What follows belongs to an exercise in optimizing a design on an open flow for a short achievable clock period and few clock cycles; a production flow would make more cautious choices. In this exercise RTL edits were held to simulation tests only and were not proved equivalent to the original. No activity file was given, so power comes from the tool's default toggle rates.

File: run.sh
#!/bin/bash
# synth_recipe.tcl (not shown) runs the flow's synth.tcl, then flattens the netlist and writes it again
# the make line also repeats each setting of config.mk as NAME=value (left out here)
make -C /OpenROAD-flow-scripts/flow DESIGN_CONFIG=/design/flow/config.mk WORK_HOME=/design/flow/orfs CLKGATE_MAP_FILE= SYNTH_SCRIPT=/design/flow/synth_recipe.tcl finish
File: config.mk
export PLATFORM = sky130hd
export DESIGN_NAME = proc
export DESIGN_NICKNAME = proc
export VERILOG_FILES = /design/flow/design.v
export SDC_FILE = /design/flow/constraint.sdc
export NUM_CORES = 4
export LEC_CHECK = 0
export ABC_CLOCK_PERIOD_IN_PS = 2500
export CAP_MARGIN = 20
export CORE_MARGIN = 2
export CORE_UTILIZATION = 40
export SETUP_SLACK_MARGIN = 5.0
export SLEW_MARGIN = 20
export SYNTH_HIERARCHICAL = 1
export TNS_END_PERCENT = 100
File: constraint.sdc
create_clock -name core_clock -period 8.0 [get_ports {clk}]
set_input_delay 1.6000 -clock core_clock [delete_from_list [all_inputs] [get_ports {clk}]]
set_output_delay 1.6000 -clock core_clock [all_outputs]
set_load 0.01 [all_outputs]
File: design.v
module dff (q, d, clk, rst);
    output         q;
    input          d;
    input          clk;
    input          rst;
    reg            state;
    assign q = state;
    always @(posedge clk) begin
      state <= rst? 1'b0 : d;
    end
endmodule
module not1 (in1,out);
input in1;
output out;
assign out = ~in1;
endmodule
module nand2 (in1,in2,out);
input in1,in2;
output out;
assign out = ~(in1 & in2);
endmodule
module mux2_1(InA,InB,S,Out);
   input InA,InB,S;
   output Out;
   wire   a1,a2,n1;
   not1 n5(S,n1);
   nand2 n4(InA,n1,a1);
   nand2 n2(InB,S,a2);
   nand2 n3(a1,a2,Out);
endmodule
module register (q, d, clk, rst, we);
   parameter WIDTHreg = 16;
   input [WIDTHreg-1:0] d;
   input               clk, rst, we;
   output [WIDTHreg-1:0] q;
   wire [WIDTHreg-1:0]   enabledIn;
   mux2_1 mux[WIDTHreg-1:0] (.InA (q), .InB(d), .S({WIDTHreg{we}}), .Out(enabledIn));
   dff file[WIDTHreg-1:0] (.q(q), .d(enabledIn), .clk({WIDTHreg{clk}}), .rst({WIDTHreg{rst}}));
endmodule
module rf (
           read1data, read2data, err,
           clk, rst, read1regsel, read2regsel, writeregsel, writedata, write
           );
   parameter WIDTH = 16;
   input clk, rst;
   input [2:0] read1regsel;
   input [2:0] read2regsel;
   input [2:0] writeregsel;
   input [(WIDTH-1):0] writedata;
   input        write;
   output [(WIDTH-1):0] read1data;
   output [(WIDTH-1):0] read2data;
   output        err;
   wire [(WIDTH-1):0] readData0, readData1, readData2, readData3, readData4, readData5, readData6, readData7;
   wire [(WIDTH-1):0] writeData0, writeData1, writeData2, writeData3, writeData4, writeData5, writeData6, writeData7;
   reg [(WIDTH-1):0] outData1, outData2;
   assign read1data = outData1;
   assign read2data = outData2; 
   register my_regs0 (.d(writeData0), .q(readData0), .clk(clk), .rst(rst), .we(1'b1));
   register my_regs1 (.d(writeData1), .q(readData1), .clk(clk), .rst(rst), .we(1'b1));
   register my_regs2 (.d(writeData2), .q(readData2), .clk(clk), .rst(rst), .we(1'b1));
   register my_regs3 (.d(writeData3), .q(readData3), .clk(clk), .rst(rst), .we(1'b1));
   register my_regs4 (.d(writeData4), .q(readData4), .clk(clk), .rst(rst), .we(1'b1));
   register my_regs5 (.d(writeData5), .q(readData5), .clk(clk), .rst(rst), .we(1'b1));
   register my_regs6 (.d(writeData6), .q(readData6), .clk(clk), .rst(rst), .we(1'b1));
   register my_regs7 (.d(writeData7), .q(readData7), .clk(clk), .rst(rst), .we(1'b1));
   assign writeData0 = (write & (writeregsel == 3'b000)) ? writedata : readData0;
   assign writeData1 = (write & (writeregsel == 3'b001)) ? writedata : readData1;
   assign writeData2 = (write & (writeregsel == 3'b010)) ? writedata : readData2;
   assign writeData3 = (write & (writeregsel == 3'b011)) ? writedata : readData3;
   assign writeData4 = (write & (writeregsel == 3'b100)) ? writedata : readData4;
   assign writeData5 = (write & (writeregsel == 3'b101)) ? writedata : readData5;
   assign writeData6 = (write & (writeregsel == 3'b110)) ? writedata : readData6;
   assign writeData7 = (write & (writeregsel == 3'b111)) ? writedata : readData7; 
   always @ (read1regsel, readData0, readData1, readData2, readData3, readData4, readData5,
             readData6, readData7) begin
     case (read1regsel)
       3'b000: outData1 = readData0;
       3'b001: outData1 = readData1; 
       3'b010: outData1 = readData2;  	   
       3'b011: outData1 = readData3; 
       3'b100: outData1 = readData4;  
       3'b101: outData1 = readData5;
       3'b110: outData1 = readData6;
       3'b111: outData1 = readData7;
     endcase  
   end
   always @ (read2regsel, readData0, readData1, readData2, readData3, readData4, readData5,
             readData6, readData7) begin
     case (read2regsel)
       3'b000: outData2 = readData0;
       3'b001: outData2 = readData1; 
       3'b010: outData2 = readData2;  	   
       3'b011: outData2 = readData3; 
       3'b100: outData2 = readData4;  
       3'b101: outData2 = readData5;
       3'b110: outData2 = readData6;
       3'b111: outData2 = readData7;
     endcase  
   end
endmodule
module add1(
            A,
            B,
            CI,
            Sum,
            P,
            G
            );
   input A, B, CI;
   output Sum, G, P;
   assign Sum = A ^ B ^ CI;
   assign G   = A & B;
   assign P   = A | B;
endmodule  
module cla_logic(
                 CI,
                 P,
                 G,
                 C,
                 Ggroup,
                 Pgroup);
   input CI;
   input [3:0] P, G;
   output [4:1] C;
   output       Ggroup, Pgroup;
   assign C[1] = G[0] | P[0] & CI;
   assign C[2] = G[1] | P[1] & C[1];
   assign C[3] = G[2] | P[2] & C[2];
   assign C[4] = G[3] | P[3] & C[3];
   assign Ggroup = G[3] | P[3]&G[2] | P[3]&P[2]&G[1] | P[3]&P[2]&P[1]&G[0];
   assign Pgroup = P[3]&P[2]&P[1]&P[0];
endmodule  
module add4(
            A,                   
            B,                   
            CI,                  
            Sum,                 
            CO,                  
            Pgroup,              
            Ggroup               
            );
   input [3:0] A, B;
   input       CI;
   output [3:0] Sum;
   output       CO, Ggroup, Pgroup;
   wire [3:0]   G, P;
   wire [4:1]   C;
   add1 a0(A[0], B[0],   CI, Sum[0], P[0], G[0]);
   add1 a1(A[1], B[1], C[1], Sum[1], P[1], G[1]);
   add1 a2(A[2], B[2], C[2], Sum[2], P[2], G[2]);
   add1 a3(A[3], B[3], C[3], Sum[3], P[3], G[3]);   
   cla_logic clo (CI, P, G, C, Ggroup, Pgroup);
   assign CO = C[4];
endmodule  
module add16(
            A,                   
            B,                   
            CI,                  
            Sum,                 
            CO,                  
            Ggroup,              
            Pgroup               
            );
   input [15:0] A, B;
   input       CI;
   output [15:0] Sum;
   output       CO, Ggroup, Pgroup;
   wire [3:0]   G, P;
   wire [4:1]   C;
   wire [3:0]   COX;              
   add4 a0 (A[3:0],   B[3:0],     CI, Sum[3:0],   COX[0], P[0], G[0]);
   add4 a1 (A[7:4],   B[7:4],   C[1], Sum[7:4],   COX[1], P[1], G[1]);
   add4 a2 (A[11:8],  B[11:8],  C[2], Sum[11:8],  COX[2], P[2], G[2]);
   add4 a3 (A[15:12], B[15:12], C[3], Sum[15:12], COX[3], P[3], G[3]);   
   cla_logic clo (CI, P, G, C, Ggroup, Pgroup);
   assign CO = C[4];
endmodule  
module mux16_2_1(
                 in1,            
                 in2,            
                 s,              
                 out             
                 );
   input [15:0] in1, in2;
   input        s;
   output [15:0] out;
   assign out = s ? in2 : in1;
endmodule  
module shift1(
              in,                
              op,                
              out
              );
   input [15:0] in;
   input [1:0]  op;
   output reg [15:0] out;
   parameter OP_ROL = 0;             
   parameter OP_SLL = 1;             
   parameter OP_ROR = 2;             
   parameter OP_ASR = 3;             
   always @(*) begin
      case (op)
        OP_ROL: begin
           out[15:1] = in[14:0];
           out[0]    = in[15];
        end
        OP_SLL: begin
           out[15:1] = in[14:0];
           out[0]    = 0;
        end
        OP_ROR: begin
           out[14:0] = in[15:1];
           out[15]   = in[0];
        end
        OP_ASR: begin
           out[14:0] = in[15:1];
           out[15]   = in[15];
        end        
      endcase  
   end
endmodule  
module shift2(
              in,                
              op,                
              out
              );
   input [15:0] in;
   input [1:0]  op;
   output reg [15:0] out;
   parameter OP_ROL = 0;             
   parameter OP_SLL = 1;             
   parameter OP_ROR = 2;             
   parameter OP_ASR = 3;             
   always @(*) begin
      case (op)
        OP_ROL: begin
           out[15:2] = in[13:0];
           out[1:0]  = in[15:14];
        end
        OP_SLL: begin
           out[15:2] = in[13:0];
           out[1:0]  = 0;
        end
        OP_ROR: begin
           out[13:0]  = in[15:2];
           out[15:14] = in[1:0];
        end
        OP_ASR: begin
           out[13:0] = in[15:2];
           out[15]   = in[15];
           out[14]   = in[15];
        end        
      endcase  
   end
endmodule  
module shift4(
              in,                
              op,                
              out
              );
   input [15:0] in;
   input [1:0]  op;
   output reg [15:0] out;
   parameter OP_ROL = 0;             
   parameter OP_SLL = 1;             
   parameter OP_ROR = 2;             
   parameter OP_ASR = 3;             
   always @(*) begin
      case (op)
        OP_ROL: begin
           out[15:4] = in[11:0];
           out[3:0]  = in[15:12];
        end
        OP_SLL: begin
           out[15:4] = in[11:0];
           out[3:0]  = 0;
        end
        OP_ROR: begin
           out[11:0]  = in[15:4];
           out[15:12] = in[3:0];
        end
        OP_ASR: begin
           out[11:0] = in[15:4];
           out[15]   = in[15];
           out[14]   = in[15];
           out[13]   = in[15];
           out[12]   = in[15];
        end        
      endcase  
   end
endmodule  
module shift8(
              in,                
              op,                
              out
              );
   input [15:0] in;
   input [1:0]  op;
   output reg [15:0] out;
   parameter OP_ROL = 0;             
   parameter OP_SLL = 1;             
   parameter OP_ROR = 2;             
   parameter OP_ASR = 3;             
   always @(*) begin
      case (op)
        OP_ROL: begin
           out[15:8] = in[7:0];
           out[7:0]  = in[15:8];
        end
        OP_SLL: begin
           out[15:8] = in[7:0];
           out[7:0]  = 0;
        end
        OP_ROR: begin
           out[7:0]  = in[15:8];
           out[15:8] = in[7:0];
        end
        OP_ASR: begin
           out[7:0] = in[15:8];
           out[15]   = in[15];
           out[14]   = in[15];
           out[13]   = in[15];
           out[12]   = in[15];
           out[11]   = in[15];
           out[10]   = in[15];
           out[9]    = in[15];
           out[8]    = in[15];                                 
        end        
      endcase  
   end
endmodule  
module shift16(
               In,               
               Cnt,              
               Op,               
               Out               
               );
   input [15:0] In;
   input [3:0]  Cnt;
   input [1:0]  Op;
   output [15:0] Out;
   wire [15:0] l3, sl3,          
               l2, sl2,          
               l1, sl1,          
               l0, sl0;          
   shift8 s8 (l3, Op, sl3);
   shift4 s4 (l2, Op, sl2);
   shift2 s2 (l1, Op, sl1);
   shift1 s1 (l0, Op, sl0);
   assign l3 = In;
   mux16_2_1 m3 (l3, sl3, Cnt[3], l2);
   mux16_2_1 m2 (l2, sl2, Cnt[2], l1);
   mux16_2_1 m1 (l1, sl1, Cnt[1], l0);
   mux16_2_1 m0 (l0, sl0, Cnt[0], Out);   
endmodule  
module btr_calc(Rs, Rd);
input[15:0] Rs;
output[15:0] Rd;
assign Rd[15] = Rs[0];
assign Rd[14] = Rs[1];
assign Rd[13] = Rs[2];
assign Rd[12] = Rs[3];
assign Rd[11] = Rs[4];
assign Rd[10] = Rs[5];
assign Rd[9] = Rs[6];
assign Rd[8] = Rs[7];
assign Rd[7] = Rs[8];
assign Rd[6] = Rs[9];
assign Rd[5] = Rs[10];
assign Rd[4] = Rs[11];
assign Rd[3] = Rs[12];
assign Rd[2] = Rs[13];
assign Rd[1] = Rs[14];
assign Rd[0] = Rs[15];
endmodule
module ALU (
            A,                   
            B,                   
            Op,                  
            sign,                
            Out,                 
            OFL,                 
            Zero                 
            );
   input [15:0] A, B;
   input [4:0]  Op;
   input        sign;
   output reg [15:0] Out;
   output            OFL, Zero;
   parameter ADD   = 0;
   parameter SUB   = 1;
   parameter OR    = 2;
   parameter AND   = 3;
   parameter ROL   = 4;
   parameter SLL   = 5;
   parameter ROR   = 6;
   parameter SRA   = 7;
   parameter ST    = 8;
   parameter LD    = 9;
   parameter STU   = 10;
   parameter BTR   = 11;
   parameter SEQ   = 12;
   parameter SLT   = 13;
   parameter SLE   = 14;
   parameter SCO   = 15;
   parameter BEQZ  = 16;
   parameter BNEZ  = 17;
   parameter BLTZ  = 18;
   parameter LBI   = 19;
   parameter SLBI  = 20;
   parameter JINST = 21;
   parameter JAL   = 22;
   parameter JR    = 23;
   parameter JALR  = 24;
   parameter RET   = 25;
   parameter SIIC  = 26;
   parameter RTI   = 27;
   parameter NOP   = 28;
   parameter HALT  = 29;
   wire signed [15:0] opA;
   wire signed [15:0] opB;
   wire [15:0]        shifter_Out;
   reg [1:0]          shifter_op;
   wire [15:0]        add_Sum;
   wire               add_CO, add_P, add_G;
   wire [15:0]        btr_rd;              
   wire               OFL_signed, OFL_unsigned;
   shift16 shifter (opA, opB[3:0], shifter_op, shifter_Out); 
   add16   adder   (.A(opA),
                    .B(opB),
                    .CI(Cin),
                    .Sum(add_Sum), 
                    .CO(add_CO), 
                    .Ggroup(add_G),
                    .Pgroup(add_P));
   btr_calc btr(.Rs(opA), .Rd(btr_rd));
   wire               sub = (Op == SUB);
   assign opA = sub ? B     : A;
   assign opB = sub ? ~A    : B;
   assign Cin = sub ? 1'b1  : 1'b0;
   assign OFL_signed = ( opA[15] &  opB[15] & ~add_Sum[15]) |   
                       (~opA[15] & ~opB[15] &  add_Sum[15]);    
   assign OFL_unsigned = add_CO;
   assign OFL = sign ? OFL_signed : OFL_unsigned;
   assign Zero = (opA == 16'h0000) ? 1'b1 : 1'b0;		 
   always @ (Op, add_Sum, add_CO, shifter_Out, opA, opB, btr_rd) begin
      shifter_op = 2'b00;
      case (Op)
        ADD   : Out = add_Sum;
        SUB   : Out = add_Sum;
        ROR   : begin
	   shifter_op = 2'b10;
	   Out = shifter_Out;
	end	
        SRA   : begin
	   shifter_op = 2'b11;
	   Out = shifter_Out;
	end
	ROL   : begin
	   shifter_op = 2'b00;
	   Out = shifter_Out;
	end
	SLL   : begin
	   shifter_op = 2'b01;
	   Out = shifter_Out;
	end
	OR    : Out = opA | opB;
        AND   : Out = opA & opB;
	LD    : Out = add_Sum;
	ST    : Out = add_Sum; 
	STU   : Out = add_Sum;
	BTR   : Out = btr_rd;
	SEQ   : Out = (opA == opB) ? 16'h0001 : 16'h0000;
	SLT   : Out = opA < opB;
	SLE   : Out = opA <= opB;
	BLTZ  : Out = (opA[15]) ? 16'hFFFF : 16'h0000;	 
	SCO   : Out = add_CO;
	LBI   : Out = opB;
	SLBI  : Out = {opA[7:0], 8'b0} | opB;
	JR    : Out = add_Sum;
	JALR  : Out = add_Sum;
	RET   : Out = opB;		 
	SIIC  : Out = 16'b0; 	 
        RTI   : Out = 16'b0;		 
	NOP   : Out = 16'b0;		 
	HALT  : Out = 16'b0;		 
        default:
          Out = 16'hbada;
      endcase
   end
endmodule  
module alu_op_decode (instr, alu_op);
input [15:0] instr;
output [4:0] alu_op;
parameter ADD   = 0;
parameter SUB   = 1;
parameter OR    = 2;
parameter AND   = 3;
parameter ROL   = 4;
parameter SLL   = 5;
parameter ROR   = 6;
parameter SRA   = 7;
parameter ST    = 8;
parameter LD    = 9;
parameter STU   = 10;
parameter BTR   = 11;
parameter SEQ   = 12;
parameter SLT   = 13;
parameter SLE   = 14;
parameter SCO   = 15;
parameter BEQZ  = 16;
parameter BNEZ  = 17;
parameter BLTZ  = 18;
parameter LBI   = 19;
parameter SLBI  = 20;
parameter JINST = 21;
parameter JAL   = 22;
parameter JR    = 23;
parameter JALR  = 24;
parameter RET   = 25;
parameter SIIC  = 26;
parameter RTI   = 27;
parameter NOP   = 28;
parameter HALT  = 29;
reg [4:0] op;
wire [6:0] instr_op;
assign instr_op = {instr[15:11], instr[1:0]};
assign alu_op = op;
always @ (*) begin
	casex (instr_op)
	7'b1101100 : op = ADD;
	7'b1101101 : op = SUB;
	7'b1101110 : op = OR;
	7'b1101111 : op = AND;
	7'b1101000 : op = ROL;
	7'b1101001 : op = SLL;
	7'b1101010 : op = ROR;
	7'b1101011 : op = SRA;
	7'b00000xx : op = HALT;
	7'b00001xx : op = NOP;
	7'b01000xx : op = ADD;
	7'b01001xx : op = SUB;
	7'b01010xx : op = OR;
	7'b01011xx : op = AND;
	7'b10100xx : op = ROL;
	7'b10101xx : op = SLL;
	7'b10110xx : op = ROR;
	7'b10111xx : op = SRA;
	7'b10000xx : op = ST;
	7'b10001xx : op = LD;
	7'b10011xx : op = STU;
	7'b11001xx : op = BTR;
	7'b11100xx : op = SEQ;
	7'b11101xx : op = SLT;
	7'b11110xx : op = SLE;
	7'b11111xx : op = SCO;
	7'b01100xx : op = BEQZ;
	7'b01101xx : op = BNEZ;
	7'b01111xx : op = BLTZ;
	7'b11000xx : op = LBI;
	7'b10010xx : op = SLBI;
	7'b00100xx : op = JINST;
	7'b00101xx : op = JR;
	7'b00110xx : op = JAL;
	7'b00111xx : op = JALR;
	7'b01110xx : op = RET;
	7'b00010xx : op = SIIC;
	7'b00011xx : op = RTI;
	default	  : op = 5'b11111;
	endcase
end
endmodule
module alu_operand_decode (instr, rsVal, rtVal, opA, opB);
   input [15:0] instr;
   input [15:0] rsVal;
   input [15:0] rtVal;
   output [15:0] opA;
   output [15:0] opB;
   reg [15:0]    opBVal;
   wire [6:0]    op;
   assign opA = rsVal;
   assign opB = opBVal;
   assign op = {instr[15:11], instr[1:0]};
   always @ (*) begin
      casex (op)
	7'b1101100 :  
	  opBVal = rtVal;
	7'b1101101 :  
	  opBVal = rtVal;
	7'b1101110 :  
	  opBVal = rtVal;
	7'b1101111 :  
	  opBVal = rtVal;
	7'b1101000 :  
	  opBVal = rtVal;
	7'b1101001 :  
	  opBVal = rtVal;
	7'b1101010 :  
	  opBVal = rtVal;
	7'b1101011 :  
	  opBVal = rtVal;
	7'b00000xx :  
	  opBVal = 16'b0;	 
	7'b00001xx :  
	  opBVal = 16'b0;	 
	7'b01000xx :  
	  opBVal = {{11{instr[4]}}, instr[4:0]};  
	7'b01001xx :  
	  opBVal = {{11{instr[4]}}, instr[4:0]};  
	7'b01010xx :  
	  opBVal = {11'b0, instr[4:0]};		 
	7'b01011xx :  
	  opBVal = {11'b0, instr[4:0]};		 
	7'b10100xx :  
	  opBVal = {11'b0, instr[4:0]};		 
	7'b10101xx :  
	  opBVal = {11'b0, instr[4:0]};		 
	7'b10110xx :  
	  opBVal = {11'b0, instr[4:0]};		 
	7'b10111xx :  
	  opBVal = {11'b0, instr[4:0]};		 
	7'b10000xx :  
	  opBVal = {{11{instr[4]}}, instr[4:0]};  
	7'b10001xx :  
	  opBVal = {{11{instr[4]}}, instr[4:0]};  
	7'b10011xx :  
	  opBVal = {{11{instr[4]}}, instr[4:0]};  
	7'b11001xx :  
	  opBVal = 16'b1;	 
	7'b11100xx :  
	  opBVal = rtVal;
	7'b11101xx :  
	  opBVal = rtVal;
	7'b11110xx :  
	  opBVal = rtVal;
	7'b11111xx :  
	  opBVal = rtVal;
	7'b01100xx :  
	  opBVal = {{8{instr[7]}}, instr[7:0]};		 
	7'b01101xx :  
	  opBVal = {{8{instr[7]}}, instr[7:0]};		 
	7'b01111xx :  
	  opBVal = {{8{instr[7]}}, instr[7:0]};		 
	7'b11000xx :  
	  opBVal = {{8{instr[7]}}, instr[7:0]};		 
	7'b10010xx :  
	  opBVal = {8'b0, instr[7:0]};					 
	7'b00100xx :  
	  opBVal = {{5{instr[10]}}, instr[10:0]};	 
	7'b00101xx :  
	  opBVal = {{8{instr[7]}}, instr[7:0]};		 
	7'b00110xx :  
	  opBVal = {{5{instr[10]}}, instr [10:0]};  
	7'b00111xx :  
	  opBVal = {{8{instr[7]}}, instr[7:0]};		 
	7'b01110xx :  
	  opBVal = rtVal;
	7'b00010xx :  
	  opBVal = 16'b0;   
	7'b00011xx :  
	  opBVal = 16'b0;   
	default	  : opBVal = 16'b1;	
      endcase
   end
endmodule
module alu_destination_decode (instr, rd, we_reg);
   input [15:0] instr;
   output reg [2:0] rd;
   output reg       we_reg;
   wire [2:0]       rd_imm, rd_reg, rd_ld_imm;
   assign rd_imm = instr[7:5];
   assign rd_reg = instr[4:2];
   assign rd_ld_imm = instr[10:8];
   wire [6:0]       op;
   assign op = {instr[15:11], instr[1:0]};
   always @ (*) begin
      casex (op)
	7'b1101100 : begin  
	   rd = rd_reg;
	   we_reg = 1'b1;
	end
	7'b1101101 : begin  
	   rd = rd_reg;
	   we_reg = 1'b1;
	end
	7'b1101110 : begin  
	   rd = rd_reg;
	   we_reg = 1'b1;
	end
	7'b1101111 : begin 
	   rd = rd_reg;
	   we_reg = 1'b1;
	end
	7'b1101000 : begin  
	   rd = rd_reg;
	   we_reg = 1'b1;
	end
	7'b1101001 : begin  
	   rd = rd_reg;
	   we_reg = 1'b1;
        end
	7'b1101010 : begin  
	   rd = rd_reg;
	   we_reg = 1'b1;
	end
	7'b1101011 : begin 
	   rd = rd_reg;
	   we_reg = 1'b1;
        end
	7'b11100xx : begin  
	   rd = rd_reg;
	   we_reg = 1'b1;
        end
	7'b11101xx : begin 
	   rd = rd_reg;
	   we_reg = 1'b1;
        end
	7'b11110xx : begin 
	   rd = rd_reg;
           we_reg = 1'b1;
	end
	7'b11111xx : begin  
	   rd = rd_reg;
	   we_reg = 1'b1;
        end
	7'b11001xx : begin  
	   rd = rd_reg;
           we_reg = 1'b1;
	end
	7'b01000xx : begin  
	   rd = rd_imm;
	   we_reg = 1'b1;
        end
	7'b01001xx : begin 
	   rd = rd_imm;
           we_reg = 1'b1;
        end
	7'b01010xx : begin 
	   rd = rd_imm;
	   we_reg = 1'b1;
        end
	7'b01011xx : begin  
	   rd = rd_imm;
           we_reg = 1'b1;
        end
	7'b10100xx : begin  
	   rd = rd_imm;
           we_reg = 1'b1;
        end
	7'b10101xx : begin  
	   rd = rd_imm;
           we_reg = 1'b1;
        end
	7'b10110xx : begin  
	   rd = rd_imm;
           we_reg = 1'b1;
	end
	7'b10111xx : begin  
	   rd = rd_imm;
 	   we_reg = 1'b1;
        end
	7'b10001xx : begin  
	   rd = rd_imm;
	   we_reg = 1'b1;
        end
	7'b11000xx : begin  
	   rd = rd_ld_imm;
	   we_reg = 1'b1;
	end
	7'b10010xx : begin 
	   rd = rd_ld_imm;
	   we_reg = 1'b1;
	end
	7'b00110xx : begin  
	   rd = 3'd7;
	   we_reg = 1'b1;
	end
	7'b00111xx : begin  
	   rd = 3'd7;
	   we_reg = 1'b1;
	end
  	7'b10011xx : begin  
	   rd = rd_ld_imm;
	   we_reg = 1'b1;
	end
	7'b10000xx : begin  
           rd = 3'd0;
           we_reg = 1'b0;
        end
	7'b01100xx : begin  
           rd = 3'd0;
	   we_reg = 1'b0;
        end
	7'b01101xx : begin  
           rd = 3'd0;
	   we_reg = 1'b0;
        end
	7'b01111xx : begin  
           rd = 3'd0;
	   we_reg = 1'b0;
        end
	7'b00100xx : begin  
           rd = 3'd0;
	   we_reg = 1'b0;
        end
	7'b00101xx : begin  
           rd = 3'd0;
	   we_reg = 1'b0;
        end
	7'b01110xx : begin  
           rd = 3'd0;
	   we_reg = 1'b0;
        end
	7'b00010xx : begin  
           rd = 3'd0;
	   we_reg = 1'b0;
        end
	7'b00011xx : begin  
           rd = 3'd0;
	   we_reg = 1'b0;
        end
	7'b00000xx : begin  
           rd = 3'd0;
	   we_reg = 1'b0;
        end
	7'b00001xx : begin  
           rd = 3'd0;
	   we_reg = 1'b0;
        end
	default	  : begin
           rd = 3'd0;
           we_reg = 1'b0;
        end
      endcase
   end
endmodule
module branch_logic (op, zero, top_alu, bt);
   input [4:0] op;
   input       zero;
   input       top_alu;
   output reg  bt;
   parameter BEQZ = 5'b01100;
   parameter BNEZ = 5'b01101;
   parameter BLTZ = 5'b01111;
   parameter JUMP = 5'b00100;
   parameter JR   = 5'b00101;
   parameter JAL  = 5'b00110;
   parameter JALR = 5'b00111;
   parameter RET  = 5'b01110;
   always@(*) begin
      case (op)
	BEQZ : bt = (zero == 1'b1) ? 1'b1 : 1'b0;
	BNEZ : bt = (zero == 1'b1) ? 1'b0 : 1'b1;
	BLTZ : bt = (zero == 1'b0 && top_alu == 1'b1) ? 1'b1 : 1'b0;
        JUMP : bt = 1;
        JR   : bt = 1;
        JAL  : bt = 1;
        JALR : bt = 1;
        RET  : bt = 1;
        default : bt = 0;
      endcase
   end
endmodule
module brj_addr_calc (instr, next_pc, dest_addr);
   input [15:0] instr;
   input [15:0] next_pc;
   output [15:0] dest_addr;
   wire [4:0]    op;
   wire          co, G, P;
   reg [15:0]    sextVal;
   assign op = instr[15:11];
   add16 add (.A(sextVal), .B(next_pc), .CI(1'b0), .Sum(dest_addr), .CO(co), .Ggroup(G), .Pgroup (P));
   always @ (*) begin
      case (op)
	5'b01100 : begin   
	   sextVal = {{8{instr[7]}}, instr[7:0]};		
	end
	5'b01101 : begin   
	   sextVal = {{8{instr[7]}}, instr[7:0]}; 
	end
	5'b01111 : begin	 
	   sextVal = {{8{instr[7]}}, instr[7:0]};
	end
	5'b00100 : begin	 
	   sextVal = {{5{instr[10]}}, instr[10:0]};
	end
	5'b00110 : begin   
	   sextVal = {{5{instr[10]}}, instr[10:0]};
	end
	default :  begin
	   sextVal = 16'b0;
	end			
      endcase
   end
endmodule
module next_pc_addr (instr, pc_inc, alu_out, brj_dest, bt, stall, next_pc, pc);
   input [15:0] instr;
   input [15:0] pc_inc;
   input [15:0] pc;
   input [15:0] alu_out;
   input [15:0] brj_dest;
   input        bt;
   input        stall;
   output [15:0] next_pc;
   wire [4:0]        op;
   reg [15:0] br_pc;
   assign op = instr[15:11];
   assign next_pc = (stall & ~bt) ? pc : br_pc; 
   always @ (*) begin
         case (op)
	   5'b01100 : begin	 
	      br_pc = (bt == 1'b1) ? brj_dest : pc_inc;
	   end
	   5'b01101 : begin   
	      br_pc = (bt == 1'b1) ? brj_dest : pc_inc;
	   end
	   5'b01111 : begin   
	      br_pc = (bt == 1'b1) ? brj_dest : pc_inc;
	   end
	   5'b00100 : begin   
	      br_pc = brj_dest;	
	   end
	   5'b00101 : begin   
	      br_pc = alu_out;
	   end
	   5'b00110 : begin   
	      br_pc = brj_dest;
	   end
	   5'b00111 : begin   
	      br_pc = alu_out;
	   end
	   5'b01110 : begin   
	      br_pc = alu_out;
	   end
	   5'b00011 : begin   
	      br_pc = alu_out;
	   end
	   default : begin
	      br_pc = pc_inc;
	   end
         endcase  
   end
endmodule
module mem_decode_logic (instr, e_mem, wr_mem, halt);
   input [15:0] instr;
   output reg   halt;		 
   output reg   e_mem;
   output reg   wr_mem;
   wire [6:0]   op;
   assign op = {instr[15:11], instr[1:0]};
   always @ (*) begin
      casex (op)
	7'b10001xx : begin  
	   wr_mem = 1'b0;
	   e_mem = 1'b1;
	   halt = 1'b0;
        end
	7'b10011xx : begin 
	   wr_mem = 1'b1;
	   e_mem = 1'b1;
	   halt = 1'b0;
	end
	7'b10000xx : begin  
	   wr_mem = 1'b1;
           e_mem = 1'b1;
	   halt = 1'b0;
	end 
	7'b00000xx : begin  
	   wr_mem = 1'b0;
	   e_mem = 1'b0;
	   halt = 1'b1;
        end      
	default	  : begin
	   e_mem = 1'b0;
	   wr_mem = 1'b0;
	   halt = 1'b0;
        end
      endcase
   end
endmodule
module dest_data_decode (instr, next_pc, alu_out, mem_out, rdata);
   input [15:0] instr;
   input [15:0] next_pc;
   input [15:0] alu_out;
   input [15:0] mem_out;
   output reg [15:0] rdata;
   wire [6:0]        op; 
   assign op = {instr[15:11], instr[1:0]};
   always @ (*) begin
      casex (op)
	7'b1101100 :  
	  rdata = alu_out;
	7'b1101101 :  
	  rdata = alu_out;
	7'b1101110 :  
	  rdata = alu_out;
	7'b1101111 :  
	  rdata = alu_out;
	7'b1101000 :  
	  rdata = alu_out;
	7'b1101001 :  
	  rdata = alu_out;
	7'b1101010 :  
	  rdata = alu_out;
	7'b1101011 :  
	  rdata = alu_out;
	7'b11100xx :  
	  rdata = alu_out;
	7'b11101xx :  
	  rdata = alu_out;
	7'b11110xx :  
	  rdata = alu_out;
	7'b11111xx :  
	  rdata = alu_out;
	7'b11001xx :  
	  rdata = alu_out;
	7'b01000xx :  
	  rdata = alu_out;
	7'b01001xx :  
	  rdata = alu_out;
	7'b01010xx :  
	  rdata = alu_out;
	7'b01011xx :  
	  rdata = alu_out;
	7'b10100xx :  
	  rdata = alu_out;
	7'b10101xx :  
	  rdata = alu_out;
	7'b10110xx :  
	  rdata = alu_out;
	7'b10111xx :  
	  rdata = alu_out;
	7'b10001xx :  
	  rdata = mem_out;
	7'b11000xx :  
	  rdata = alu_out;
	7'b10010xx :  
	  rdata = alu_out;
	7'b00110xx :  
	  rdata = next_pc;
	7'b00111xx :  
	  rdata = next_pc;
	7'b10011xx :  
	  rdata = alu_out;   
	default	  : rdata = 16'b0;
      endcase
   end
endmodule
module proc(
	    clk,
	    rst,
	    imem_rdata,
	    dmem_rdata,
	    imem_addr,
	    dmem_addr,
	    dmem_wdata,
	    dmem_en,
	    dmem_wr,
	    halt
	    );
   input clk;
   input rst;
   input [15:0] imem_rdata;
   input [15:0] dmem_rdata;
   output [15:0] imem_addr;
   output [15:0] dmem_addr;
   output [15:0] dmem_wdata;
   output        dmem_en;
   output        dmem_wr;
   output        halt;
   localparam OP_HALT = 5'b00000, OP_J = 5'b00100, OP_JR = 5'b00101, OP_JAL = 5'b00110,
              OP_JALR = 5'b00111, OP_ADDI = 5'b01000, OP_SUBI = 5'b01001, OP_ORI = 5'b01010,
              OP_ANDI = 5'b01011, OP_BEQZ = 5'b01100, OP_BNEZ = 5'b01101, OP_RET = 5'b01110,
              OP_BLTZ = 5'b01111, OP_ST = 5'b10000, OP_LD = 5'b10001, OP_SLBI = 5'b10010,
              OP_STU = 5'b10011, OP_LBI = 5'b11000, OP_BTR = 5'b11001, OP_SHR = 5'b11010,
              OP_ALR = 5'b11011, OP_SEQ = 5'b11100, OP_SLT = 5'b11101, OP_SLE = 5'b11110,
              OP_SCO = 5'b11111;
   reg [15:0] pc;
   reg [15:0] ras;            
   reg        ras_v;
   reg        d_v;
   reg [2:0]  d_rs, d_rt, d_dst;
   reg [7:0]  d_i8;
   reg [15:0] d_imm, d_pc2, d_tgt, d_ras;
   reg        d_pt;           
   reg        d_wr, d_rrr, d_agu, d_ret, d_jr, d_ld, d_st, d_stu, d_lbi, d_slbi, d_call, d_halt;
   reg        d_beqz, d_bnez, d_bltz;
   reg        d_sum, d_sub, d_or, d_and, d_shl, d_shr, d_rot, d_btr, d_seq, d_slt, d_sle, d_sco;
   reg        x_jr;
   reg        x_wr, x_ld, x_en, x_we, x_halt, x_beqz, x_bnez, x_bltz, x_pt, x_ev;
   reg [2:0]  x_dst;
   reg [15:0] x_A, x_B, x_S, x_addr, x_early, x_ebyp, x_pc2, x_tgt;
   reg        x_sub;
   reg        x_s_sum, x_s_or, x_s_and, x_s_shl, x_s_shr, x_s_btr, x_s_seq, x_s_slt, x_s_sle,
              x_s_sco, x_s_slbi, x_s_early, x_rot;
   reg [15:0] rf [0:7];
   reg [15:0] d_rfa, d_rft;   
   reg        d_rfa_z;        
   reg        x_zk, x_zv, x_nk, x_nv;  
   reg        fa_x, ft_x, fa_w, ft_w, f7_x;  
   reg        w_wr;           
   reg [2:0]  w_dst;
   reg [15:0] w_res;
   wire        stall, x_redir, d_redir;
   wire        d_go = d_v & ~stall & ~x_redir;
   wire        d_bres, d_bmis, d_jrr;
   wire [15:0] d_btgt;
   wire [15:0] x_rtgt, agu, x_res;
   wire [15:0] fi = imem_rdata;
   wire [4:0]  fop = fi[15:11];
   wire [15:0] pc2 = pc + 16'd2;
   wire [15:0] f_tt;          
   wire [8:0]  lo8;
   wire [11:0] lo11;
   wire [7:0]  h8m1, h8p1;
   wire [4:0]  h5m1, h5p1;
   wire [7:0]  r8;
   wire [10:0] r11;
   wisc_addi7  a8  (.a(pc[7:1]),  .b(fi[7:1]),  .s(r8));
   wisc_addi10 a11 (.a(pc[10:1]), .b(fi[10:1]), .s(r11));
   assign lo8  = {r8, fi[0]};
   assign lo11 = {r11, fi[0]};
   wisc_hv8 hv8 (.a(pc[15:8]),  .m1(h8m1), .p1(h8p1));
   wisc_hv5 hv5 (.a(pc[15:11]), .m1(h5m1), .p1(h5p1));
   wire [7:0]  t8c1, t8c0;
   wire [4:0]  t11c1, t11c0;
   wisc_hpre8 hp8 (.sg(fi[7]), .h(pc[15:8]), .m1(h8m1), .p1(h8p1),
                   .c1v(t8c1), .c0v(t8c0));
   wisc_hpre5 hp5 (.sg(fi[10]), .h(pc[15:11]), .m1(h5m1), .p1(h5p1),
                   .c1v(t11c1), .c0v(t11c0));
   wisc_tsel tsel (.fi(fi), .lo8(lo8), .lo11(lo11), .t8c1(t8c1), .t8c0(t8c0), .t11c1(t11c1), .t11c0(t11c0),
                   .tgt(f_tt));
   wire        f_isj    = (fop == OP_J) | (fop == OP_JAL);
   wire        f_isbr   = (fop == OP_BEQZ) | (fop == OP_BNEZ) | (fop == OP_BLTZ);
   wire        f_isret  = (fop == OP_RET);
   wire        f_iscall = (fop == OP_JAL) | (fop == OP_JALR);
   wire        f_brt    = f_isbr & (fi[7] | (fop == OP_BNEZ));
   wire        f_take   = f_isj | f_brt;
   wire [15:0] f_seq    = (f_isret & ras_v) ? ras : pc2;
   wire        s_x = x_redir;
   wire        s_d = d_v & ~stall & ~x_redir & d_jrr;
   wire        s_b = d_v & ~stall & ~x_redir & d_bmis;
   wire        s_h = stall & ~x_redir;
   wire        s_n = ~x_redir & ~d_redir & ~stall;
   wire [15:0] pc_rest = ({16{s_x & ~rst}} & x_rtgt) | ({16{s_b & ~rst}} & d_btgt) | ({16{s_h & ~rst}} & pc) |
                         ({16{s_d & ~rst}} & r7) | ({16{s_n & ~f_take & ~rst}} & f_seq);
   wire [15:0] pc_next;
   wisc_mux16 pcmux (.s(s_n & f_take & ~rst), .a(f_tt), .b(pc_rest), .y(pc_next));
   always @(posedge clk) begin
      pc <= pc_next;
   end
   always @(posedge clk) begin
      if (rst)
        ras_v <= 1'b0;
      else if (f_iscall) begin
         ras_v <= 1'b1;
         ras <= pc2;
      end
   end
   assign imem_addr = pc;
   wire f_alr  = (fop == OP_ALR);
   wire f_rfmt = (fop == OP_BTR) | (fop == OP_SHR) | f_alr | (fop[4:2] == 3'b111);
   wire f_ifmt = (fop[4:2] == 3'b010) | (fop[4:2] == 3'b101) | (fop == OP_LD);
   wire f_sfmt = (fop == OP_LBI) | (fop == OP_SLBI) | (fop == OP_STU);
   wire [2:0] f_dst = f_iscall ? 3'd7 : f_sfmt ? fi[10:8] : f_ifmt ? fi[7:5] : fi[4:2];
   wire f_shi  = (fop[4:2] == 3'b101);
   wire f_shr_r = (fop == OP_SHR);
   wire [1:0] f_shop = f_shr_r ? fi[1:0] : fop[1:0];
   reg  [15:0] f_imm;
   always @(*) begin
      case (fop)
        OP_ADDI, OP_SUBI, OP_ST, OP_LD, OP_STU: f_imm = {{11{fi[4]}}, fi[4:0]};
        OP_LBI, OP_JR, OP_JALR:                 f_imm = {{8{fi[7]}}, fi[7:0]};
        OP_SLBI:                                f_imm = {8'd0, fi[7:0]};
        default:                                f_imm = {11'd0, fi[4:0]};
      endcase
   end
   wire [2:0] n_rs = stall ? d_rs : fi[10:8];
   wire [2:0] n_rt = stall ? d_rt : fi[7:5];
   wire       n_xw = d_go & d_wr;
   always @(posedge clk) begin
      d_rfa <= rf[n_rs];
      d_rfa_z <= (rf[n_rs] == 16'd0);
      d_rft <= rf[n_rt];
      fa_x <= n_xw & (d_dst == n_rs);
      ft_x <= n_xw & (d_dst == n_rt);
      f7_x <= n_xw & (d_dst == 3'd7);
      fa_w <= x_wr & (x_dst == n_rs);
      ft_w <= x_wr & (x_dst == n_rt);
   end
   always @(posedge clk) begin
      if (rst | x_redir | d_redir)
        d_v <= 1'b0;
      else if (!stall)
        d_v <= 1'b1;
      if (!stall) begin
         d_rs   <= fi[10:8];
         d_rt   <= fi[7:5];
         d_i8   <= fi[7:0];
         d_dst  <= f_dst;
         d_imm  <= f_imm;
         d_pc2  <= pc2;
         d_tgt  <= f_tt;
         d_ras  <= ras;
         d_pt   <= f_isret ? ras_v : f_brt;
         d_wr   <= f_rfmt | f_ifmt | f_sfmt | f_iscall;
         d_rrr  <= f_shr_r | f_alr | (fop[4:2] == 3'b111);
         d_agu  <= (fop == OP_LD) | (fop == OP_ST) | (fop == OP_STU) | (fop == OP_JR) | (fop == OP_JALR);
         d_ret  <= f_isret;
         d_jr   <= (fop == OP_JR) | (fop == OP_JALR);
         d_ld   <= (fop == OP_LD);
         d_st   <= (fop == OP_ST) | (fop == OP_STU);
         d_stu  <= (fop == OP_STU);
         d_lbi  <= (fop == OP_LBI);
         d_slbi <= (fop == OP_SLBI);
         d_call <= f_iscall;
         d_halt <= (fop == OP_HALT);
         d_beqz <= (fop == OP_BEQZ);
         d_bnez <= (fop == OP_BNEZ);
         d_bltz <= (fop == OP_BLTZ);
         d_sub  <= (fop == OP_SUBI) | (f_alr & (fi[1:0] == 2'b01));
         d_sum  <= (fop == OP_ADDI) | (fop == OP_SUBI) | (f_alr & ~fi[1]);
         d_or   <= (fop == OP_ORI) | (f_alr & (fi[1:0] == 2'b10));
         d_and  <= (fop == OP_ANDI) | (f_alr & (fi[1:0] == 2'b11));
         d_shl  <= (f_shi | f_shr_r) & ~f_shop[1];
         d_shr  <= (f_shi | f_shr_r) & f_shop[1];
         d_rot  <= ~f_shop[0];
         d_btr  <= (fop == OP_BTR);
         d_seq  <= (fop == OP_SEQ);
         d_slt  <= (fop == OP_SLT);
         d_sle  <= (fop == OP_SLE);
         d_sco  <= (fop == OP_SCO);
      end
   end
   wire        a_fx = fa_x;
   wire        t_fx = ft_x;
   wire [15:0] a_rf = fa_w ? w_res : d_rfa;
   wire [15:0] t_rf = ft_w ? w_res : d_rft;
   wire [15:0] a_val, t_val, b_val;
   wisc_mux16 amux (.s(a_fx), .a(x_res), .b(a_rf), .y(a_val));
   wisc_mux16 tmux (.s(t_fx), .a(x_res), .b(t_rf), .y(t_val));
   wire        b_fx = d_rrr & t_fx;
   wire [15:0] b_oth = d_rrr ? t_rf : d_imm;
   wisc_mux16 bmux (.s(b_fx), .a(x_res), .b(b_oth), .y(b_val));
   wire [15:0] base = a_fx ? x_ebyp : a_rf;
   wire        base_ok = ~a_fx | x_ev;
   wire [15:0] sum_b;
   wire [8:0]  ab_lo;
   wire [7:0]  ab_hp, ab_hm;
   wisc_addlo8  ab8 (.a(base[7:0]), .b(d_imm[7:0]), .s(ab_lo));
   wisc_incdec8 abi (.a(base[15:8]), .p(ab_hp), .m(ab_hm));
   wisc_hsel8   abs (.c(ab_lo[8]), .sg(d_imm[15]), .h(base[15:8]), .hp(ab_hp), .hm(ab_hm), .y(sum_b[15:8]));
   assign sum_b[7:0] = ab_lo[7:0];
   wire        r7_fx = f7_x;
   wire [15:0] r7 = r7_fx ? x_ebyp : rf[7];
   wire        r7_ok = ~r7_fx | x_ev;
   assign agu = d_ret ? r7 : sum_b;
   assign stall = d_v & ((d_agu & ~base_ok) | (d_ret & ~r7_ok));
   wire ret_hit = d_pt & (r7 == d_ras);
   wire [15:0] t_e  = t_fx ? x_ebyp : t_rf;
   wire        t_ok = ~t_fx | x_ev;
   wire [15:0] ez_b = d_rrr ? t_e : d_imm;
   wire [15:0] ez_a = base ^ {16{d_sub}};
   wire [15:0] ez_p = ez_b ^ ez_a;
   wire [15:0] ez_o = ez_b | ez_a;
   wire        ez_add = (ez_p == {ez_o[14:0], d_sub});
   wire        ez_eq  = (base == t_e);
   wire        ez_ult = (base[14:0] < t_e[14:0]);
   wire        ez_lt  = (base[15] & ~t_e[15]) | (~(base[15] ^ t_e[15]) & ez_ult);
   wire        ez_cmp = (d_seq & ez_eq) | (d_slt & ez_lt) | (d_sle & (ez_lt | ez_eq));
   wire        d_cmp  = d_seq | d_slt | d_sle;
   always @(posedge clk) begin
      if (rst | ~d_go) begin
         x_wr <= 1'b0; x_ld <= 1'b0; x_en <= 1'b0; x_we <= 1'b0; x_halt <= 1'b0;
         x_beqz <= 1'b0; x_bnez <= 1'b0; x_bltz <= 1'b0; x_jr <= 1'b0;
      end else begin
         x_wr <= d_wr; x_ld <= d_ld; x_en <= d_ld | d_st; x_we <= d_st; x_halt <= d_halt;
         x_beqz <= d_beqz & ~d_bres; x_bnez <= d_bnez & ~d_bres; x_bltz <= d_bltz & ~d_bres;
         x_jr <= d_jr;
      end
      x_dst <= d_dst;
      x_A <= a_val;
      x_B <= b_val;
      x_S <= t_val;
      x_addr <= sum_b;
      x_early <= d_stu ? sum_b : d_call ? d_pc2 : d_imm;
      x_ebyp <= d_stu ? sum_b : d_call ? d_pc2 : d_lbi ? d_imm : {base[7:0], d_i8};
      x_ev <= d_stu | d_call | d_lbi | (d_slbi & base_ok);
      x_zk <= d_call | d_lbi | ((d_slbi | (d_cmp & t_ok) | (d_sum & (~d_rrr | t_ok))) & base_ok);
      x_zv <= d_call ? (d_pc2 == 16'd0) : d_lbi ? (d_imm == 16'd0) : d_slbi ? ({base[7:0], d_i8} == 16'd0) :
              d_sum ? ez_add : ~ez_cmp;
      x_nk <= d_call | d_lbi | (d_slbi & base_ok) | d_cmp;
      x_nv <= d_call ? d_pc2[15] : d_lbi ? d_imm[15] : d_slbi & base[7];
      x_pc2 <= d_pc2;
      x_tgt <= d_tgt;
      x_pt <= d_pt;
      x_sub <= d_sub;
      x_s_sum <= d_sum; x_s_or <= d_or; x_s_and <= d_and;
      x_s_shl <= d_shl; x_s_shr <= d_shr; x_rot <= d_rot;
      x_s_btr <= d_btr; x_s_seq <= d_seq; x_s_slt <= d_slt; x_s_sle <= d_sle;
      x_s_sco <= d_sco; x_s_slbi <= d_slbi; x_s_early <= d_stu | d_call | d_lbi;
   end
   wire [15:0] ax = x_A ^ {16{x_sub}};
   wire [8:0]  xs_lo, xs_h0, xs_h1;
   wisc_addc8 xal (.a(x_B[7:0]),  .b(ax[7:0]),  .ci(x_sub), .s(xs_lo));
   wisc_addc8 xh0 (.a(x_B[15:8]), .b(ax[15:8]), .ci(1'b0),  .s(xs_h0));
   wisc_addc8 xh1 (.a(x_B[15:8]), .b(ax[15:8]), .ci(1'b1),  .s(xs_h1));
   wire [8:0]  xs_hi;
   wisc_mux9  xhs (.s(xs_lo[8]), .a(xs_h1), .b(xs_h0), .y(xs_hi));
   wire [15:0] sum = {xs_hi[7:0], xs_lo[7:0]};
   wire        c16 = xs_hi[8];
   wire        ult = (x_A[14:0] < x_B[14:0]);
   wire        eq  = (x_A == x_B);
   wire        slt = (x_A[15] & ~x_B[15]) | (~(x_A[15] ^ x_B[15]) & ult);
   wire [3:0]  n = x_B[3:0];
   wire [15:0] l0 = n[0] ? {x_A[14:0], x_rot ? x_A[15]    : 1'b0}  : x_A;
   wire [15:0] l1 = n[1] ? {l0[13:0],  x_rot ? l0[15:14]  : 2'b0}  : l0;
   wire [15:0] l2 = n[2] ? {l1[11:0],  x_rot ? l1[15:12]  : 4'b0}  : l1;
   wire [15:0] l3 = n[3] ? {l2[7:0],   x_rot ? l2[15:8]   : 8'b0}  : l2;
   wire        sg = x_A[15];
   wire [15:0] r0 = n[0] ? {x_rot ? x_A[0]   : sg,       x_A[15:1]} : x_A;
   wire [15:0] r1 = n[1] ? {x_rot ? r0[1:0]  : {2{sg}},  r0[15:2]}  : r0;
   wire [15:0] r2 = n[2] ? {x_rot ? r1[3:0]  : {4{sg}},  r1[15:4]}  : r1;
   wire [15:0] r3 = n[3] ? {x_rot ? r2[7:0]  : {8{sg}},  r2[15:8]}  : r2;
   wire [15:0] btr;
   genvar gi;
   generate for (gi = 0; gi < 16; gi = gi + 1) begin : g_btr
      assign btr[gi] = x_A[15-gi];
   end endgenerate
   wire [15:0] x_oth = ({16{x_s_or}} & (x_A | x_B)) | ({16{x_s_and}} & (x_A & x_B)) |
                  ({16{x_s_shl}} & l3) | ({16{x_s_shr}} & r3) | ({16{x_s_btr}} & btr) |
                  ({16{x_s_slbi}} & {x_A[7:0], x_B[7:0]}) |
                  ({16{x_s_early}} & x_early) | ({16{x_ld}} & dmem_rdata) |
                  {15'd0, (x_s_seq & eq) | (x_s_slt & slt) | (x_s_sle & (slt | eq))};
   wisc_fin xfin (.s(x_s_sum), .a(sum), .sc(x_s_sco), .c(c16), .o(x_oth), .y(x_res));
   wire a_zero = (x_A == 16'd0);
   wire taken  = (x_beqz & a_zero) | (x_bnez & ~a_zero) | (x_bltz & x_A[15]);
   assign x_redir = ((x_beqz | x_bnez | x_bltz) & (taken ^ x_pt)) | x_jr;
   assign x_rtgt = x_jr ? x_addr : taken ? x_tgt : x_pc2;
   always @(posedge clk) begin
      if (x_wr)
        rf[x_dst] <= x_res;
   end
   always @(posedge clk) begin
      if (rst)
        w_wr <= 1'b0;
      else
        w_wr <= x_wr;
      w_dst <= x_dst;
      w_res <= x_res;
   end
   wire        d_zero = a_fx ? x_zv : fa_w ? (w_res == 16'd0) : d_rfa_z;
   wire        d_neg  = a_fx ? x_nv : fa_w ? w_res[15] : d_rfa[15];
   wire        d_rok  = ~a_fx | (d_bltz ? x_nk : x_zk);
   wire        d_isbr = d_beqz | d_bnez | d_bltz;
   wire        d_tk   = (d_beqz & d_zero) | (d_bnez & ~d_zero) | (d_bltz & d_neg);
   assign d_bres = d_isbr & d_rok;
   assign d_bmis = d_bres & (d_tk ^ d_pt);
   assign d_btgt = d_tk ? d_tgt : d_pc2;
   assign d_jrr  = d_ret & ~ret_hit;
   assign d_redir = d_v & ~stall & ~x_redir & (d_jrr | d_bmis);
   assign dmem_addr = x_addr;
   assign dmem_wdata = x_S;
   assign dmem_en = x_en;
   assign dmem_wr = x_we;
   assign halt = x_halt;
endmodule
module wisc_mux16 (s, a, b, y);
   input        s;
   input [15:0] a, b;
   output [15:0] y;
   assign y = s ? a : b;
endmodule
module wisc_addlo8 (a, b, s);
   input [7:0] a, b;
   output [8:0] s;
   assign s = {1'b0, a} + {1'b0, b};
endmodule
module wisc_incdec8 (a, p, m);
   input [7:0] a;
   output [7:0] p, m;
   assign p = a + 1'b1;
   assign m = a - 1'b1;
endmodule
module wisc_hv8 (a, m1, p1);
   input [7:0] a;
   output [7:0] m1, p1;
   assign m1 = a - 8'd1;
   assign p1 = a + 8'd1;
endmodule
module wisc_hv5 (a, m1, p1);
   input [4:0] a;
   output [4:0] m1, p1;
   assign m1 = a - 5'd1;
   assign p1 = a + 5'd1;
endmodule
module wisc_tsel (fi, lo8, lo11, t8c1, t8c0, t11c1, t11c0, tgt);
   input [15:0] fi;
   input [8:0]  lo8;
   input [11:0] lo11;
   input [7:0]  t8c1, t8c0;
   input [4:0]  t11c1, t11c0;
   output [15:0] tgt;
   wire        isj = (fi[15:13] == 3'b001) & ~fi[11];
   wire [7:0]  t8h  = lo8[8] ? t8c1 : t8c0;
   wire [4:0]  t11h = lo11[11] ? t11c1 : t11c0;
   assign tgt = isj ? {t11h, lo11[10:0]} : {t8h, lo8[7:0]};
endmodule
module wisc_hpre8 (sg, h, m1, p1, c1v, c0v);
   input       sg;
   input [7:0] h, m1, p1;
   output [7:0] c1v, c0v;
   assign c1v = sg ? h : p1;
   assign c0v = sg ? m1 : h;
endmodule
module wisc_hpre5 (sg, h, m1, p1, c1v, c0v);
   input       sg;
   input [4:0] h, m1, p1;
   output [4:0] c1v, c0v;
   assign c1v = sg ? h : p1;
   assign c0v = sg ? m1 : h;
endmodule
module wisc_addi7 (a, b, s);
   input [6:0] a, b;
   output [7:0] s;
   assign s = {1'b0, a} + {1'b0, b} + 8'd1;
endmodule
module wisc_addi10 (a, b, s);
   input [9:0] a, b;
   output [10:0] s;
   assign s = {1'b0, a} + {1'b0, b} + 11'd1;
endmodule
module wisc_ao3 (s1, a, s2, b, s3, c, y);
   input        s1, s2, s3;
   input [15:0] a, b, c;
   output [15:0] y;
   assign y = ({16{s1}} & a) | ({16{s2}} & b) | ({16{s3}} & c);
endmodule
module wisc_hsel8 (c, sg, h, hp, hm, y);
   input       c, sg;
   input [7:0] h, hp, hm;
   output [7:0] y;
   assign y = (c & ~sg) ? hp : (~c & sg) ? hm : h;
endmodule
module wisc_addc8 (a, b, ci, s);
   input [7:0] a, b;
   input       ci;
   output [8:0] s;
   assign s = {1'b0, a} + {1'b0, b} + {8'd0, ci};
endmodule
module wisc_mux9 (s, a, b, y);
   input       s;
   input [8:0] a, b;
   output [8:0] y;
   assign y = s ? a : b;
endmodule
module wisc_fin (s, a, sc, c, o, y);
   input        s, sc, c;
   input [15:0] a, o;
   output [15:0] y;
   assign y = ({16{s}} & a) | {15'd0, sc & c} | o;
endmodule
==> summary.txt <==
==> metal layers <==
layer	up-vias	global-route usage, %	share of wire, %
li1	10300	-	-
met1	11420	35.17	43
met2	1084	42.19	46
met3	208	3.257	6.9
met4	0	9.189	3.8
met5	-	0	0
==> placed cells by master, fill, tap and decap left out, types with 23 or more instances in the layout <==
| master | n |
|---|---|
| a211oi_1 | 23 |
| a21oi_1 | 87 |
| a221oi_1 | 27 |
| a22oi_1 | 28 |
| and2_1 | 36 |
| buf_12 | 24 |
| buf_4 | 125 |
| clkbuf_16 | 54 |
| dfxtp_1 | 187 |
| dfxtp_4 | 30 |
| dlygate4sd2_1 | 52 |
| edfxtp_1 | 235 |
| ha_1 | 117 |
| inv_1 | 92 |
| mux2_2 | 89 |
| mux2_4 | 106 |
| mux2i_1 | 163 |
| mux4_2 | 25 |
| nand2_1 | 289 |
| nand2b_1 | 31 |
| nand3_1 | 113 |
| nor2_1 | 141 |
| nor2b_1 | 35 |
| o21ai_0 | 106 |
| xnor2_1 | 63 |
| xor2_1 | 79 |
==> final cells by class <==
class / instances / area, µm² / area share, %
clock inverter: 27 / 345.3 / 1.004
sequential: 468 / 11850 / 34.47
tap: 940 / 1176 / 3.420
timing repair buffer: 257 / 2596 / 7.550
clock buffer: 63 / 1365 / 3.970
multi-input combinational: 2003 / 16520 / 48.04
timing repair inverter: 4 / 48.80 / 0.1419
inverter: 108 / 483.0 / 1.405
==> logic make-up (layout without fill, tap and decap cells) <==
logic type	after synthesis	count (layout)	share of synthesized area, %
other cells	2	2	0.02640
buf+inv	284	459	4.658
flops	468	468	41.20
mux	408	408	17.37
simple gates	791	792	13.35
compound gates	511	512	12.39
xor+xnor	148	148	4.557
fa+ha+maj	141	141	6.439
==> modules after synthesis (local to each module, per instance) <==
module	copies in the design	cells	cell area [µm²]	flops+latches
wisc_mux9	1	10	146.4	0
wisc_incdec8	1	38	261.5	0
wisc_mux16	4	18	249.0	0
wisc_hv8	1	34	257.7	0
wisc_hpre5	1	11	161.4	0
wisc_hsel8	1	27	276.5	0
proc	1	2220	23460	468
wisc_addlo8	1	39	315.3	0
wisc_fin	1	18	151.4	0
wisc_addi7	1	41	301.5	0
wisc_hpre8	1	18	249.0	0
wisc_addc8	3	38	312.8	0
wisc_tsel	1	33	372.9	0
wisc_hv5	1	17	128.9	0
wisc_addi10	1	61	434.2	0
==> final timing paths <==
| kind | slack (ps) | endpoint | start |
|---|---|---|---|
| setup / recovery | 4820 | x_S[0]$_DFF_P_ | x_sub$_DFF_P_ |
| setup reg to reg | 4820 | x_S[0]$_DFF_P_ | x_sub$_DFF_P_ |
| hold reg to reg | 340 | x_s_btr$_DFF_P_ | d_btr$_DFFE_PN_ |
| hold / removal | 340 | x_s_btr$_DFF_P_ | d_btr$_DFFE_PN_ |
==> power groups by stage <==
stage | sequential [µW] | combinational, µW | clock, µW
floorplan | 2960 | 1290 | 0
global placement | 3110 | 1750 | 0
detailed placement | 3120 | 1790 | 0
CTS | 3070 | 1980 | 2450
global route | 3090 | 2250 | 2550
finish | 3080 | 2100 | 2430
==> timing repair <==
| item | 4_1_cts | 5_1_grt |
|---|---|---|
| endpoints found under the hold margin | 0 | 0 |
| setup buffers | 85 | 39 |
| gates resized for setup | 353 | 107 |
| pin swaps | 24 | 24 |
| endpoints found under the setup margin | 418 | 161 |
| gates cloned | 11 | 6 |
==> metrics by stage <==
| step | total power, µW | area, µm² | util, % | hold slack [ps] | std cells |
|---|---|---|---|---|---|
| 2_1_floorplan | 4247 | 28690 | - | 323.3 | 2753 |
| 3_3_place_gp | 4867 | 30070 | 42.78 | 333.3 | 3638 |
| 3_5_place_dp | 4905 | 30070 | 42.79 | 332.8 | 3638 |
| 4_1_cts | 7491 | 33550 | 47.74 | 341.5 | 3824 |
| 5_1_grt | 7885 | 34390 | 48.93 | 351.0 | 3870 |
| 6_report | 7610 | 34390 | 48.93 | 338.9 | 3870 |
==> results by group <==
Yosys
  • Post-synthesis cell count: around 2,800
  • Post-synth top cells: nand2_1, edfxtp_1, dfxtp_1, mux2i_1, nor2_1
  • Ys async rst share: 0%
  • Mapped Avg Cell Area: ~10 µm²
  • Top_reg_cell synth: edfxtp_1
  • Sequential area share after synthesis: 41.20%
  • Most common cell in the synthesized netlist: nand2_1
  • Syn. warnings: 7
  • Leading post-synthesis cells by cell area: edfxtp_1, dfxtp_1, mux2i_1, ha_1, mux2_2
  • Synth area leader: edfxtp_1
  • Number of synthesized flops with an enable pin: between 200 and 250
  • Post-Syn Area: roughly 28,000 µm²
  • Top cell type's share of synthesized area: between 20 and 25%
  • Post-synthesis cell type count: 92
  • Synth Net Count: between 2,000 and 3,000
  • #FFs+latches synth: 468

Critical path
  • Levels on crit path: 11
  • Arrival @ worst endpoint: around 3700 ps
  • Worst stage delay on the critical path: between 400 and 500 ps
  • CP Class: reg -> reg
  • Reg2Reg Depth: 11
  • Crit start category: flop
  • Crit end category: flop
  • CP delay by family, top: compound AO/OA/AOI/OAI gates
  • Largest fanout on the critical path: 4
  • CP max-delay cell: a221o_4
  • Critical Path, Cell by Cell: buf_12 > xor2_1 > fa_2 > fa_2 > a21oi_2 > nor2b_1 > a31oi_2 > o21ai_1 > mux2_4 > a221o_4 > mux2_4
  • Critical path required time: about 8500 ps
  • Buf/Inv on CP: 1

CTS
  • CTS max path bufs: 3
  • Clock transition at path regs: 80 ps
  • Post-CTS Hold Buffers: 0
  • H-tree depth: 2
  • Sink Count: roughly 470
  • CTS Buf Count: 48
  • CTS tree: done
  • Worst-skew pair later-pin latency: 610 ps
  • Root buffer cell: clkbuf_16

Routing
  • 1st-pass router iterations: 6
  • Residual DRC: 0
  • Drt via density: just under 6
  • Routed wire length per instance: between 20 and 30 µm
  • DRT iter0 DRCs: between 2,000 and 3,000
  • Aggregate routed wire length: about 99,000 µm
  • ANT nets after route: 0
  • Detailed-route via count: about 23,000

Floorplan
  • Die Area: between 70,000 and 80,000 µm²
  • Die Y: 270.7 µm
  • Core Box Area: 70,270 µm²
  • Row count: between 90 and 100
  • Ports: 85
  • Die width: between 200 and 300 µm
  • Initial Utilization: ~40%

Final layout
  • Antenna Cells: 0
  • Max reg flops: between 100 and 150
  • Biggest register: rf
  • Area grow syn2layout: 20.87%
  • Layout cell share with drive strength beyond 1: 25.26%
  • Fillers: 6,310
  • Layout net count: approximately 3,000

Global route
  • Overflow after GRT: 0
  • Vias in the first global route: 22,400
  • Initial antenna violation count: 4
  • Maximum number of pins on one net before global-route repair: between 60 and 70
  • GRT Total Usage: 25.84%
  • First-pass GRT wire length: roughly 140,000 µm

Power
  • Switching power: between 2000 and 2500 µW
  • VDD IR-drop max: between 0.15 and 0.2 mV
  • Clock share of power: around a third
  • Combinational Power Share: 27.6%
  • Int Pwr: just over 5000 µW
  • Switch share: 32.05%
  • Power per cell area: between 200 and 250 nW/µm²
  • Leakage: 0.01380 µW
  • Sequential power share: between 40% and 50%

STA
  • Unrepaired setup endpoints after global routing: yes
  • Slew @ Worst Pin: 1043 ps
  • Final setup violation count: 0
  • Final Hold Vio Count: 0
  • Max-slew violations: 0
  • Final Skew: 32.69 ps
  • Setup TNS Final: 0 ps
  • Setup ws final: 4816 ps
  • Slew headroom: between 30% and 40%
  • Period Utilization, post-route: slightly below 40%
  • Crit path time final: ~3200 ps
  • Maximum clock rate: roughly 310 MHz

Min path
  • Hold/Removal Path Class: reg -> reg
  • Min-Delay Path Depth: 0

Place
  • # port buffers: 84
  • Gp weighted congestion: 0.9586
  • Setup Slack @ Placement: roughly 3000 ps
  • DP HPWL: between 60,000 and 70,000 µm

Run status
  • Status: complete, no violations

Job
  • Max Cap Viol: 0
Testbench counts, summed over its fixed seeds: cycles 86,302.

-- static timing again, ports no longer ideal --
The flow's constraints put no driver on any port. The routed layout listed below was extracted and timed again, unchanged, in two steps. Step 1, drivers: a clkbuf_16 drives clk and a buf_2 each remaining input, both assumed. Step 2 times the ports against the registers' clock, not the clock port: input delays grow and output delays shrink by t, the midpoint of the rising clock arrivals with the driver on. Three values: ideal ports, drivers, drivers and shift; two values: the first two.
t, ns: 0.659
setup WS [ns]: 4.816 / 4.816 / 4.246
worst slew at a driven data input, ns: 0.10
After both steps setup and hold are still met in this run. The setup slack of this run moves by 0.000 ns with the drivers and by -0.570 ns with both steps.
